What follows belongs to an exercise in optimizing a design on an open flow for small area, a short achievable clock period and few clock cycles per item; a production flow would make more cautious choices. Only simulation tests tie the RTL to the original design; equivalence was not proved.

// exprgrad_matmul
module exprgrad_matmul(
  input  wire        clock,
  input  wire        reset,
  input  wire        start,
  input  wire        wr_en,
  input  wire        wr_sel,
  input  wire [3:0]  wr_addr,
  input  wire [15:0] wr_data,
  input  wire [3:0]  rd_addr,
  output wire [15:0] rd_data,
  output wire        done
);
For scale: roughly 4500 cells after synthesis, roughly 63000 um2 of cells after synthesis.
==> flow/config.mk <==
export PLATFORM = sky130hd
export DESIGN_NAME = exprgrad_matmul
export DESIGN_NICKNAME = exprgrad_matmul
export VERILOG_FILES = /design/flow/design.v
export SDC_FILE = /design/flow/constraint.sdc
export NUM_CORES = 4
export LEC_CHECK = 0
export CAP_MARGIN = 20
export CORE_MARGIN = 2
export CORE_UTILIZATION = 55
export CTS_BUF_LIST = sky130_fd_sc_hd__clkbuf_4 sky130_fd_sc_hd__clkbuf_8
export CTS_CLUSTER_DIAMETER = 40
export CTS_CLUSTER_SIZE = 20
export PLACE_DENSITY = 0.7
export SETUP_SLACK_MARGIN = 5.0
export SLEW_MARGIN = 20
==> flow/constraint.sdc <==
create_clock -name core_clock -period 11.0 [get_ports {clock}]
set_input_delay 2.2000 -clock core_clock [delete_from_list [all_inputs] [get_ports {clock}]]
set_output_delay 2.2000 -clock core_clock [all_outputs]
set_load 0.01 [all_outputs]
standard.sh (not shown) runs the stock make flow with config.mk's settings and CLKGATE_MAP_FILE= SYNTH_SCRIPT=/design/flow/synth_recipe.tcl, a recipe that flattens the netlist after the stock synthesis.
==> flow/flow/run.sh <==
#!/bin/bash
# Standard synthesis, then polfix.py removes inverters around the full adders
# (polarity flips of self-dual full adders, no register touched), then the rest
# of the standard flow from the rewritten netlist.
set -euo pipefail
res=orfs/results/${FLOW_PLATFORM}/exprgrad_matmul/base
bash standard.sh synth > synth.log 2>&1
cp "$res/1_2_yosys.v" yosys_standard.v
python3 flow/polfix.py yosys_standard.v "$res/1_2_yosys.v" > polfix.log 2>&1
rm -f "$res/1_synth.odb" "$res/1_synth.sdc"
bash standard.sh finish > finish.log 2>&1
Other scripts of this flow, unchanged in this note and not shown: flow/flow/polfix.py
The starting point produced a clean layout.
Testbench counts at the start, summed over its fixed seeds: cycles 1,740, jobs 48.
Next try:
Settings changed: CTS_CLUSTER_DIAMETER 40 to 50, CTS_CLUSTER_SIZE 20 to 16.
After rerunning: The new run produced a clean layout; routed wire length goes down by 2.3%; clock-buffer cell count fell by 2; worst setup slack loses 8.0 ps.
Next try:
Settings changed: CAP_MARGIN 20 to 10, SLEW_MARGIN 20 to 10.
Clock-buffer cell count came out higher by 6. Setup slack gets better by 63 ps. Wire length rises by 2.0%. Die area stays the same. Synthesized cell count stays the same. Sequential share of layout area is lower by 0.32 points. Final area rose by 0.71%. Global-route usage is higher by 0.65 points. Final cell count rises by 0.48%. Utilization went up by 0.43 points. Fmax grows by 1.1%.
Next try:
Settings changed: CAP_MARGIN 10 to 20, CORE_UTILIZATION 55 to 60, PLACE_DENSITY 0.7 to 0.75, SLEW_MARGIN 10 to 20.
- The changed run finished with timing, DRC and antenna clean
- die area decreases by 8.2%
- critical path depth stays the same
- final area fell by 0.88%
- non-clock buffer count goes down by 17
- final cell count drops by 2.6%
- sequential cell count is unchanged
- hold slack improves by 4.6 ps
Next try:
--- a/flow/flow/run.sh
+++ b/flow/flow/run.sh
@@ -3,3 +3,4 @@
 # (polarity flips of self-dual full adders, no register touched), then the rest
-# of the standard flow from the rewritten netlist.
+# of the standard flow from the rewritten netlist, with repair aiming at a
+# setup slack of 5.4 ns.
 set -euo pipefail
@@ -10,2 +11,2 @@
 rm -f "$res/1_synth.odb" "$res/1_synth.sdc"
-bash standard.sh finish > finish.log 2>&1
+bash standard.sh SETUP_SLACK_MARGIN=5.4 finish > finish.log 2>&1
Settings changed: CAP_MARGIN 20 to 10, CORE_UTILIZATION 60 to 55, PLACE_DENSITY 0.75 to 0.7, SLEW_MARGIN 20 to 10.
Outcome:
- The new run completed without violations
- setup slack gets better by 150 ps
- global-route usage came out lower by 1.7 points
- non-clock buffer count came out higher by 76
- flip-flop and latch count stays the same
- wire length came out higher by a few percent
- via count hardly moves

port drivers added, routing unchanged:
In the flow no input, the clock included, has a driving cell. The finished layouts below were timed again as built, in two steps. Step 1, drivers: a clkbuf_16 drives clock and a buf_2 each remaining input, both assumed. Step 2 also shifts input and output timing later by t, the mid clock arrival at the registers, as if the neighbouring blocks saw the same clock. Slacks: ideal / step 1 / step 2; pairs: ideal / step 1.
run	t, ns	setup slack, ns	worst setup path after step 2	pins driven straight from the clock port
the first run	0.905	4.991 / 4.923 / 4.923	input to output	1
the second run	0.871	4.983 / 4.941 / 4.941	input to output	1
the third run	0.874	5.046 / 4.982 / 4.982	input to output	1
the fourth run	0.857	4.875 / 4.835 / 4.835	input to output	1
the fifth run	0.865	5.028 / 4.973 / 4.973	input to output	1
After both steps every run listed still meets setup and hold. For the first run, which loses most, drivers alone change the setup slack by -0.068 ns; drivers and shift together by -0.068 ns.
